Context: an optimization exercise on an open-source flow, tuned for small area and a short achievable clock period. The choices shown serve that exercise and are no tape-out recipe. At most, simulation tests tie the RTL to the original design; equivalence was not proved.

// multiplier_16bit
module multiplier_16bit (
    input  wire clk,
    input  wire rst,
    input  wire signed [15:0] a,
    input  wire signed [15:0] b,
    output reg  signed [31:0] product,
    output reg  signed [15:0] a_out,
    output reg  signed [15:0] b_out
);
Size in the first run: about 64 flip-flops.
export LEC_CHECK = 0
export ABC_AREA = 1
export CAP_MARGIN = 20
export CORE_MARGIN = 2
export CORE_UTILIZATION = 40
export SLEW_MARGIN = 20
export SYNTH_HIERARCHICAL = 1
create_clock -name core_clock -period 20.0 [get_ports {clk}]
run.sh (not shown) runs the stock make flow with config.mk's settings and CLKGATE_MAP_FILE= SYNTH_SCRIPT=/design/flow/synth_recipe.tcl, a recipe that flattens the netlist after the stock synthesis.
==> next run, changes <==
==> flow/flow/run.sh (new file) <==
#!/bin/bash
# The standard synthesis and layout, with two changes to the layout:
#  * the port buffers are the smallest buffer cell (buffer_ports -buffer_cell) instead of
#    the delay-cell buffers buffer_ports picks by itself;
#  * repair_timing aims for extra setup slack (flow/setup_margin.txt, ns) so the resizer
#    speeds up the critical paths. The clock and I/O constraints are unchanged.
set -euo pipefail
export BUFFER_PORTS_ARGS="-buffer_cell sky130_fd_sc_hd__buf_1"
M=$(cat flow/setup_margin.txt)
if [[ "$M" != "0" ]]; then export SETUP_SLACK_MARGIN=$M; fi
S=$(cat flow/move_sequence.txt)
if [[ -n "$S" ]]; then export SETUP_MOVE_SEQUENCE=$S; fi
bash standard.sh synth > synth.log 2>&1
bash standard.sh finish > layout.log 2>&1
==> flow/flow/move_sequence.txt (new file) <==
unbuffer,sizeup,swap
==> flow/flow/setup_margin.txt (new file) <==
11.8
==> flow/standard.sh (new file) <==
#!/bin/bash
# synth_recipe.tcl (not shown) runs the flow's synth.tcl, then flattens the netlist and writes it again
# the make line also repeats each setting of config.mk as NAME=value (left out here)
make -C /OpenROAD-flow-scripts/flow DESIGN_CONFIG=/design/flow/config.mk WORK_HOME=/design/flow/orfs CLKGATE_MAP_FILE= SYNTH_SCRIPT=/design/flow/synth_recipe.tcl "${@:-finish}"
removed: flow/run.sh
The changed run completed with no timing, DRC or antenna violations.
Routed wire length rises by 4.2%.
Setup slack improved by 1.4 ns.
Synthesized cell count stays the same.
Cell count is about the same.
Cell area increases by 6.3%.
==> next run, changes <==
==> flow/flow/move_sequence.txt (replaced) <==

==> flow/flow/setup_margin.txt (replaced) <==
0
Global-route usage fell by 0.87 points.
Clock skew is about the same.
Cell count is unchanged.
Maximum frequency falls by 10%.
Cell area goes down by about 12%.
Count of clock-buffer cells in the layout went up by 1.
Function was not checked in any run of this note: the RTL went through the layout flow alone.

========
try-xenon:
Another version of the RTL of multiplier_16bit (not shown whole).
For scale: roughly 970 cells after synthesis, roughly 8600 um2 of cells after synthesis.
export LEC_CHECK = 0
export ABC_AREA = 1
export CAP_MARGIN = 5
export CORE_MARGIN = 2
export CORE_UTILIZATION = 40
export SLEW_MARGIN = 5
export SYNTH_HIERARCHICAL = 1
create_clock -name core_clock -period 20.0 [get_ports {clk}]
standard.sh (not shown) runs the stock make flow with config.mk's settings and CLKGATE_MAP_FILE= SYNTH_SCRIPT=/design/flow/synth_recipe.tcl, a recipe that flattens the netlist after the stock synthesis.
==> flow/flow/run.sh <==
#!/bin/bash
# The standard synthesis and layout, with these changes to the layout:
#  * the port buffers are the smallest buffer cell (buffer_ports -buffer_cell) instead of
#    the delay-cell buffers buffer_ports picks by itself;
#  * the clock tree uses the buffers in flow/cts_bufs.txt and no dummy loads;
#  * repair_timing aims for extra setup slack (flow/setup_margin.txt, ns) so the resizer
#    speeds up the critical paths. The clock and I/O constraints are unchanged.
set -euo pipefail
# clock tree: small clock buffers and no dummy loads (64 flip-flops need little drive)
export CTS_ARGS="-sink_clustering_enable -repair_clock_nets -buf_list {$(cat flow/cts_bufs.txt)} -dont_use_dummy_load"
export BUFFER_PORTS_ARGS="-buffer_cell sky130_fd_sc_hd__buf_1"
M=$(cat flow/setup_margin.txt)
if [[ "$M" != "0" ]]; then export SETUP_SLACK_MARGIN=$M; fi
S=$(cat flow/move_sequence.txt)
if [[ -n "$S" ]]; then export SETUP_MOVE_SEQUENCE=$S; fi
bash standard.sh synth > synth.log 2>&1
bash standard.sh finish > layout.log 2>&1
==> flow/flow/cts_bufs.txt <==
sky130_fd_sc_hd__clkbuf_8
==> flow/flow/move_sequence.txt <==
unbuffer,sizeup,swap
==> flow/flow/setup_margin.txt <==
10.8
try-xenon completed end to end with timing, DRC and antenna clean.
The following lists how try-nickel was set up differently from try-xenon:
- CORE_UTILIZATION changed from 40 to 65
- PLACE_DENSITY newly set to 0.75
- CAP_MARGIN changed from 5 to 20
- SLEW_MARGIN changed from 5 to 20
==> flow/flow/run.sh <==
#!/bin/bash
# The standard synthesis and layout, with two changes to the layout:
#  * the port buffers are the smallest buffer cell (buffer_ports -buffer_cell) instead of
#    the delay-cell buffers buffer_ports picks by itself;
#  * repair_timing aims for extra setup slack (flow/setup_margin.txt, ns) so the resizer
#    speeds up the critical paths. The clock and I/O constraints are unchanged.
set -euo pipefail
export BUFFER_PORTS_ARGS="-buffer_cell sky130_fd_sc_hd__buf_1"
M=$(cat flow/setup_margin.txt)
if [[ "$M" != "0" ]]; then export SETUP_SLACK_MARGIN=$M; fi
S=$(cat flow/move_sequence.txt)
if [[ -n "$S" ]]; then export SETUP_MOVE_SEQUENCE=$S; fi
bash standard.sh synth > synth.log 2>&1
bash standard.sh finish > layout.log 2>&1
==> flow/flow/move_sequence.txt <==

==> flow/flow/setup_margin.txt <==
0
removed: flow/flow/cts_bufs.txt
Compared with try-xenon, the router placed more vias in try-nickel. try-nickel vs. try-xenon: tap cell count decreased about 36%, worst-case hold slack decreased 0.0099 ns.
Modified inputs, try-zinc compared to try-nickel
- a deleted PLACE_DENSITY that had been 0.75
- a change of CORE_UTILIZATION from 65 to 40
--- a/flow/flow/run.sh
+++ b/flow/flow/run.sh
@@ -1,5 +1,6 @@
 #!/bin/bash
-# The standard synthesis and layout, with two changes to the layout:
+# The standard synthesis and layout, with these changes to the layout:
 #  * the port buffers are the smallest buffer cell (buffer_ports -buffer_cell) instead of
 #    the delay-cell buffers buffer_ports picks by itself;
+#  * the clock tree uses the buffers in flow/cts_bufs.txt and no dummy loads;
 #  * repair_timing aims for extra setup slack (flow/setup_margin.txt, ns) so the resizer
@@ -7,2 +8,4 @@
 set -euo pipefail
+# clock tree: small clock buffers and no dummy loads (64 flip-flops need little drive)
+export CTS_ARGS="-sink_clustering_enable -repair_clock_nets -buf_list {$(cat flow/cts_bufs.txt)} -dont_use_dummy_load"
 export BUFFER_PORTS_ARGS="-buffer_cell sky130_fd_sc_hd__buf_1"
==> flow/flow/cts_bufs.txt (new file) <==
sky130_fd_sc_hd__clkbuf_8
==> flow/flow/move_sequence.txt <==
unbuffer,sizeup,swap
==> flow/flow/setup_margin.txt <==
10.8
Findings:
Where clock skew is concerned, try-nickel is better than try-zinc.
Of try-nickel and try-zinc, the lower overall track demand over capacity in global routing belongs to try-zinc.
try-zinc reached the end of the flow, and the finished layout is clean on the timing, design-rule and antenna checks.
The inputs of try-indigo differ from those of try-zinc as listed below.
==> flow/flow/run.sh <==
#!/bin/bash
# The standard synthesis and layout, with two changes to the layout:
#  * the port buffers are the smallest buffer cell (buffer_ports -buffer_cell) instead of
#    the delay-cell buffers buffer_ports picks by itself;
#  * repair_timing aims for extra setup slack (flow/setup_margin.txt, ns) so the resizer
#    speeds up the critical paths. The clock and I/O constraints are unchanged.
set -euo pipefail
export BUFFER_PORTS_ARGS="-buffer_cell sky130_fd_sc_hd__buf_1"
M=$(cat flow/setup_margin.txt)
if [[ "$M" != "0" ]]; then export SETUP_SLACK_MARGIN=$M; fi
S=$(cat flow/move_sequence.txt)
if [[ -n "$S" ]]; then export SETUP_MOVE_SEQUENCE=$S; fi
bash standard.sh synth > synth.log 2>&1
bash standard.sh finish > layout.log 2>&1
==> flow/flow/setup_margin.txt <==
11.3
removed: flow/flow/cts_bufs.txt
Results
- | setup slack | try-indigo vs try-zinc | 0.28 ns higher |
- Across both runs, final critical-path share of the clock period was lower for try-indigo than for try-zinc.
- Taking try-zinc as the reference, in try-indigo post-synthesis to final-layout area growth up 8.5 points, critical path buffer and inverter count grew by 1.
--- input diff try-indigo..try-sierra ---
- CORE_UTILIZATION: 40 -> 65
- PLACE_DENSITY: unset -> 0.75
--- a/flow/flow/run.sh
+++ b/flow/flow/run.sh
@@ -4,2 +4,3 @@
 #    the delay-cell buffers buffer_ports picks by itself;
+#  * the clock tree uses the buffers in flow/cts_bufs.txt and no dummy loads;
 #  * repair_timing aims for extra setup slack (flow/setup_margin.txt, ns) so the resizer
@@ -7,2 +8,4 @@
 set -euo pipefail
+# clock tree: small clock buffers and no dummy loads (64 flip-flops need little drive)
+export CTS_ARGS="-sink_clustering_enable -repair_clock_nets -buf_list {$(cat flow/cts_bufs.txt)} -dont_use_dummy_load"
 export BUFFER_PORTS_ARGS="-buffer_cell sky130_fd_sc_hd__buf_1"
==> flow/flow/cts_bufs.txt (new file) <==
sky130_fd_sc_hd__clkbuf_4 sky130_fd_sc_hd__clkbuf_8
==> flow/flow/setup_margin.txt <==
10.8
--- outcome ---
Re first-iteration DRC count: try-indigo and try-sierra aren't equal, and the lower value belongs to try-sierra.
Across both runs, chip width was lower for try-sierra than for try-indigo.
Design area shrinks by a little under 10% when moving from try-indigo to try-sierra.
try-sierra vs try-indigo on routability congestion estimate from global placement: try-sierra is the higher one.
Side by side, met1 track demand over resource turned out higher in try-sierra than in try-indigo.
try-sierra against try-indigo: post-synthesis to final-layout area growth fell by 10 points, multi-input combinational area share went up.
| final worst-path setup slack | try-sierra vs try-indigo | 0.41 ns lower |

========
## the baseline
Another version of the RTL of multiplier_16bit (not shown whole).
For scale: roughly 64 flip-flops, roughly 98 I/O pins, roughly 8100 um2 of cells after synthesis.
Design multiplier_16bit, start of the top module:
module multiplier_16bit (
    input  wire clk,
    input  wire rst,
    input  wire signed [15:0] a,
    input  wire signed [15:0] b,
    output reg  signed [31:0] product,
    output reg  signed [15:0] a_out,
    output reg  signed [15:0] b_out
);
    wire [15:0] ag = a;
    wire [31:0] accn = product;
    wire [16:0] x0;    
    wire one0 = b[0] ^ 1'b0;
    wire two0 = (b[1] & ~b[0] & ~1'b0) | (~b[1] & b[0] & 1'b0);
    wire neg0 = b[1];
    assign x0[0] = ((one0 & ag[0]) | (two0 & 1'b0)) ^ neg0;
    assign x0[1] = ((one0 & ag[1]) | (two0 & ag[0])) ^ neg0;
    assign x0[2] = ((one0 & ag[2]) | (two0 & ag[1])) ^ neg0;
    assign x0[3] = ((one0 & ag[3]) | (two0 & ag[2])) ^ neg0;
    assign x0[4] = ((one0 & ag[4]) | (two0 & ag[3])) ^ neg0;
    assign x0[5] = ((one0 & ag[5]) | (two0 & ag[4])) ^ neg0;
    assign x0[6] = ((one0 & ag[6]) | (two0 & ag[5])) ^ neg0;
    assign x0[7] = ((one0 & ag[7]) | (two0 & ag[6])) ^ neg0;
    assign x0[8] = ((one0 & ag[8]) | (two0 & ag[7])) ^ neg0;
    assign x0[9] = ((one0 & ag[9]) | (two0 & ag[8])) ^ neg0;
  ...
clock: 20.0 ns
lec_check: 0
abc_area: 1
cap_margin: 20
core_margin: 2
core_utilization: 40
place_density: 0.7
slew_margin: 20
synth_hierarchical: 1
==> flow/flow/run.sh <==
#!/bin/bash
# The standard synthesis and layout, with these changes to the layout:
#  * the port buffers are the smallest buffer cell (buffer_ports -buffer_cell) instead of
#    the delay-cell buffers buffer_ports picks by itself;
#  * one tie cell drives all constant inputs;
#  * the clock tree uses the buffers in flow/cts_bufs.txt and no dummy loads;
#  * repair_timing aims for extra setup slack (flow/setup_margin.txt, ns) so the resizer
#    speeds up the critical paths. The clock and I/O constraints are unchanged.
set -euo pipefail
# clock tree: small clock buffers and no dummy loads (64 flip-flops need little drive)
export CTS_ARGS="-sink_clustering_enable -repair_clock_nets -buf_list {$(cat flow/cts_bufs.txt)} -dont_use_dummy_load"
# one tie cell for all constant inputs instead of one per input
export SKIP_REPAIR_TIE_FANOUT=1
export BUFFER_PORTS_ARGS="-buffer_cell sky130_fd_sc_hd__buf_1"
M=$(cat flow/setup_margin.txt)
if [[ "$M" != "0" ]]; then export SETUP_SLACK_MARGIN=$M; fi
S=$(cat flow/move_sequence.txt)
if [[ -n "$S" ]]; then export SETUP_MOVE_SEQUENCE=$S; fi
bash standard.sh synth > synth.log 2>&1
bash standard.sh finish > layout.log 2>&1
==> flow/flow/cts_bufs.txt <==
sky130_fd_sc_hd__clkbuf_8
==> flow/flow/move_sequence.txt <==
unbuffer,sizeup,swap
==> flow/flow/setup_margin.txt <==
10.8
Here is what was changed in the inputs of the candidate compared with the baseline.
Settings: removing PLACE_DENSITY (formerly 0.7).
diff --git a/flow/flow/run.sh b/flow/flow/run.sh
--- a/flow/flow/run.sh
+++ b/flow/flow/run.sh
@@ -4,2 +4,3 @@
 #    the delay-cell buffers buffer_ports picks by itself;
+#  * input-port buffers with many loads are sized up after global placement;
 #  * one tie cell drives all constant inputs;
@@ -13,2 +14,4 @@
 export SKIP_REPAIR_TIE_FANOUT=1
+# size up the input-port buffers that drive many loads (flow/size_inputs.tcl)
+export POST_GLOBAL_PLACE_TCL=$(pwd)/flow/size_inputs.tcl
 export BUFFER_PORTS_ARGS="-buffer_cell sky130_fd_sc_hd__buf_1"
==> flow/flow/size_inputs.tcl (new file) <==
# Run after global placement (POST_GLOBAL_PLACE_TCL): every input-port buffer that drives
# many loads is sized up from buf_1, so the resizer need not add a second buffer behind it.
set block [ord::get_db_block]
foreach inst [$block getInsts] {
  set name [$inst getName]
  if { ![string match "input*" $name] } { continue }
  if { [[$inst getMaster] getName] ne "sky130_fd_sc_hd__buf_1" } { continue }
  foreach iterm [$inst getITerms] {
    if { [$iterm isOutputSignal] } {
      set net [$iterm getNet]
      if { $net eq "NULL" } { continue }
      set fanout [expr { [llength [$net getITerms]] - 1 }]
      if { $fanout >= 12 } {
        puts "size_inputs: $name fanout $fanout -> buf_8"
        replace_cell $name sky130_fd_sc_hd__buf_8
      } elseif { $fanout >= 6 } {
        puts "size_inputs: $name fanout $fanout -> buf_4"
        replace_cell $name sky130_fd_sc_hd__buf_4
      }
    }
  }
}
Results
No run among the baseline and the candidate stopped early or left any final violation; all are clean. Wire length delta (the candidate − the baseline): unfavourable. | maximum frequency | the candidate vs the baseline | better |. On worst-case setup margin in the final layout: between the baseline and the candidate, it ends up lower for the baseline. Of the baseline and the candidate, the higher area growth from synthesis to final layout belongs to the candidate. Compared the candidate vs the baseline, and number of global-route vias before repair is down in the candidate. | die area | the candidate vs the baseline | ≈ equal |.

[re-timing with driven ports]
The results above use ideal ports. As a check the final layouts listed here were re-extracted and re-timed, cells and wires unchanged. Step 1 sets driving cells, clkbuf_16 on the clock port and buf_2 on the other inputs (assumed; they add their load-dependent delay and slew). Step 2 adds t to the input delays and takes it off the output delays; t is the mean of the earliest and latest rising clock arrival at the registers after step 1. Input paths then give back, and output paths get back, about the clock's delay inside the block. Slacks: no drivers / after step 1 / after step 2; pairs: no drivers / after step 1.
run	t (ns)	setup slack, ns	worst setup path after step 2	cell pins on the clock port's net
the first run of note 1	0.392	10.237 / 10.242 / 9.850	input to register	1
the second run of note 1	0.393	11.597 / 11.592 / 11.200	input to register	1
the third run of note 1	0.388	10.662 / 10.685 / 10.297	input to register	1
try-xenon	0.416	11.189 / 11.199 / 10.783	input to register	1
try-nickel	0.388	11.060 / 11.081 / 10.693	input to register	1
try-zinc	0.416	11.189 / 11.199 / 10.783	input to register	1
try-indigo	0.402	11.471 / 11.496 / 11.094	input to register	1
try-sierra	0.395	11.060 / 11.073 / 10.678	input to register	1
the baseline	0.400	10.985 / 10.998 / 10.598	input to register	1
the candidate	0.405	11.071 / 11.082 / 10.677	input to register	1
After both steps setup and hold are still met in every run listed.
